Context: an optimization exercise on an open-source flow, tuned for small area. The choices shown serve that exercise and are no tape-out recipe. Function was checked by simulation only, so behaviour that the tests miss may differ from the original. No activity file was given, so power comes from the tool's default toggle rates.

==> flow/design.v (excerpt) <==
module	wbuart(i_clk, i_rst,
		i_wb_cyc, i_wb_stb, i_wb_we, i_wb_addr, i_wb_data,
			o_wb_ack, o_wb_stall, o_wb_data,
		i_uart_rx, o_uart_tx, i_cts_n, o_rts_n,
		o_uart_rx_int, o_uart_tx_int,
		o_uart_rxfifo_int, o_uart_txfifo_int);
	input	wire		i_clk, i_rst;
	input	wire		i_wb_cyc;
	input	wire		i_wb_stb, i_wb_we;
	input	wire	[1:0]	i_wb_addr;
	input	wire	[31:0]	i_wb_data;
	output	reg		o_wb_ack;
	output	wire		o_wb_stall;
	output	reg	[31:0]	o_wb_data;
	input	wire		i_uart_rx;
	output	wire		o_uart_tx;
	input	wire		i_cts_n;
	output	reg		o_rts_n;
	output	wire		o_uart_rx_int, o_uart_tx_int,
				o_uart_rxfifo_int, o_uart_txfifo_int;
	wire	tx_busy;
	reg	[30:24]	setup_hi;
	reg	[15:0]	setup_lo;
	wire	[30:0]	uart_setup = { setup_hi, 8'h0, setup_lo };
	wire	wr_setup = (i_wb_stb)&&(i_wb_addr == 2'b00)&&(i_wb_we);
	wire	wr_rxreg = (i_wb_stb)&&(i_wb_addr == 2'b10)&&(i_wb_we);
	wire	wr_txreg = (i_wb_stb)&&(i_wb_addr == 2'b11)&&(i_wb_we);
	always @(posedge i_clk)
		if (i_rst)
		begin
			setup_hi <= 7'h0;
			setup_lo <= 16'd25;
		end else if (wr_setup)
		begin
			setup_hi <= i_wb_data[30:24];
			setup_lo <= i_wb_data[15:0];
		end
	wire		rx_stb, rx_break, rx_perr, rx_ferr, ck_uart;
	wire	[7:0]	rx_uart_data;
	reg		rx_uart_reset;
	rxuart	rx(i_clk, (i_rst)||(rx_uart_reset),
			uart_setup[29:0], i_uart_rx,
			rx_stb, rx_uart_data, rx_break,
			rx_perr, rx_ferr, ck_uart);
	wire		rx_empty_n, rx_fifo_err;
	wire	[7:0]	rxf_wb_data;
	wire	[15:0]	rxf_status;
	reg		rxf_wb_read;
	ufifo	#(.RXFIFO(1))
		rxfifo(i_clk, (i_rst)||(rx_break)||(rx_uart_reset),
			rx_stb, rx_uart_data,
			rx_empty_n,
			rxf_wb_read, rxf_wb_data,
			rxf_status, rx_fifo_err);
	assign	o_uart_rxfifo_int = rxf_status[1];
	assign	o_uart_rx_int = rxf_status[0];
	always @(posedge i_clk)
		o_rts_n <= (!uart_setup[30])&&(rxf_status[5:2] > 4'd13);
  ...
Size: about 1600 cells after synthesis, about 480 flip-flops, roughly 81 I/O pins, roughly 20000 um^2 of cells after synthesis.
clock: 10.0 ns
lec_check: 0
cap_margin: 20
core_margin: 2
core_utilization: 75
slew_margin: 20
standard.sh (not shown) runs the stock make flow with config.mk's settings and CLKGATE_MAP_FILE= SYNTH_SCRIPT=/design/flow/synth_recipe.tcl, a recipe that flattens the netlist after the stock synthesis.
==> flow/flow/run.sh <==
#!/bin/bash
# Standard ORFS layout with two changes: ports get the smallest buffer
# (sky130_fd_sc_hd__buf_1), and clock tree synthesis clusters the sinks
# without dummy loads.  All of ORFS's output goes to standard.log here and
# to the per-step logs under orfs/logs/.
set -euo pipefail
export BUFFER_PORTS_ARGS="-buffer_cell sky130_fd_sc_hd__buf_1"
export CTS_ARGS="-sink_clustering_enable -repair_clock_nets -dont_use_dummy_load -sink_clustering_size 10 -sink_clustering_max_diameter 45 -buf_list sky130_fd_sc_hd__clkbuf_4"
bash standard.sh > standard.log 2>&1
The starting point completed with no timing, DRC or antenna violations.
Then changed:
--- a/flow/flow/run.sh
+++ b/flow/flow/run.sh
@@ -6,4 +6,4 @@
 set -euo pipefail
 export BUFFER_PORTS_ARGS="-buffer_cell sky130_fd_sc_hd__buf_1"
-export CTS_ARGS="-sink_clustering_enable -repair_clock_nets -dont_use_dummy_load -sink_clustering_size 10 -sink_clustering_max_diameter 45 -buf_list sky130_fd_sc_hd__clkbuf_4"
+export CTS_ARGS="-sink_clustering_enable -repair_clock_nets -dont_use_dummy_load -sink_clustering_size 10 -sink_clustering_max_diameter 40 -buf_list sky130_fd_sc_hd__clkbuf_4"
 bash standard.sh > standard.log 2>&1
Wire length barely changes.
Die area does not change.
Power goes up by 0.57%.
Worst setup slack is better by 0.063 ns.
Sequential share of layout area barely changes.
Clock skew goes down by 0.030 ns.
Via count hardly moves.
Count of clock-buffer cells in the layout goes up by 3.
Cell area barely changes.
Fmax goes up by 1.5%.


Another version of the RTL of wbuart (not shown whole).
Size in the first run: roughly 1500 cells after synthesis, ~470 flip-flops, ~81 I/O pins, ~20000 µm² of cells after synthesis.
clock: 10.0 ns
lec_check: 0
cap_margin: 20
core_margin: 2
core_utilization: 70
slew_margin: 20
==> flow/flow/run.sh <==
#!/bin/bash
# Standard ORFS layout with two changes: ports get the smallest buffer
# (sky130_fd_sc_hd__buf_1), and clock tree synthesis clusters the sinks
# without dummy loads.  All of ORFS's output goes to standard.log here and
# to the per-step logs under orfs/logs/.
set -euo pipefail
export BUFFER_PORTS_ARGS="-buffer_cell sky130_fd_sc_hd__buf_1"
export CTS_ARGS="-sink_clustering_enable -repair_clock_nets -dont_use_dummy_load -sink_clustering_size 16 -sink_clustering_max_diameter 70 -buf_list sky130_fd_sc_hd__clkbuf_8"
bash standard.sh > standard.log 2>&1
==> next run, changes <==
--- a/flow/flow/run.sh
+++ b/flow/flow/run.sh
@@ -8 +8 @@
-export CTS_ARGS="-sink_clustering_enable -repair_clock_nets -dont_use_dummy_load -sink_clustering_size 16 -sink_clustering_max_diameter 70 -buf_list sky130_fd_sc_hd__clkbuf_8"
+export CTS_ARGS="-sink_clustering_enable -repair_clock_nets -dont_use_dummy_load -sink_clustering_size 20 -sink_clustering_max_diameter 80"
Settings changed: CORE_UTILIZATION 70 to 60.
Effect: The changed run went through all stages and came out clean; worst setup slack gets worse by 43 ps; total power is higher by 6.6%; maximum frequency shrinks by 0.86%; design area climbs by 1.5%; area after synthesis does not change; synthesized cell count is unchanged; worst hold slack loses 36 ps.

re-timing with driven ports:
Ports are ideal in the flow. The routed layouts listed here were re-timed in OpenROAD.
Step 1: set_driving_cell puts a clkbuf_16 on i_clk and a buf_2 on each other input, an assumption about the parent block.
Step 2 also shifts input and output timing later by t, the mid clock arrival at the registers, as if the neighbouring blocks saw the same clock.
Three values: ideal, step 1, step 2; two values: the first two.
run | shift t [ns] | setup slack, ns | hold WS [ns] | clock arrival spread, ns
the first run of note 1 | 0.752 | 5.605 / 5.630 / 4.878 | 0.335 / 0.335 / 0.335 | 0.081 / 0.081
the second run of note 1 | 0.766 | 5.668 / 5.692 / 4.926 | 0.350 / 0.350 / 0.350 | 0.045 / 0.044
the first run of note 2 | 0.593 | 5.092 / 5.114 / 4.521 | 0.340 / 0.340 / 0.340 | 0.036 / 0.036
the second run of note 2 | 0.611 | 5.049 / 5.086 / 4.475 | 0.304 / 0.304 / 0.304 | 0.027 / 0.027
After both steps every run listed still meets setup and hold. The setup slack of the second run of note 1, which loses most, moves by +0.024 ns with the drivers and by -0.742 ns with both steps.
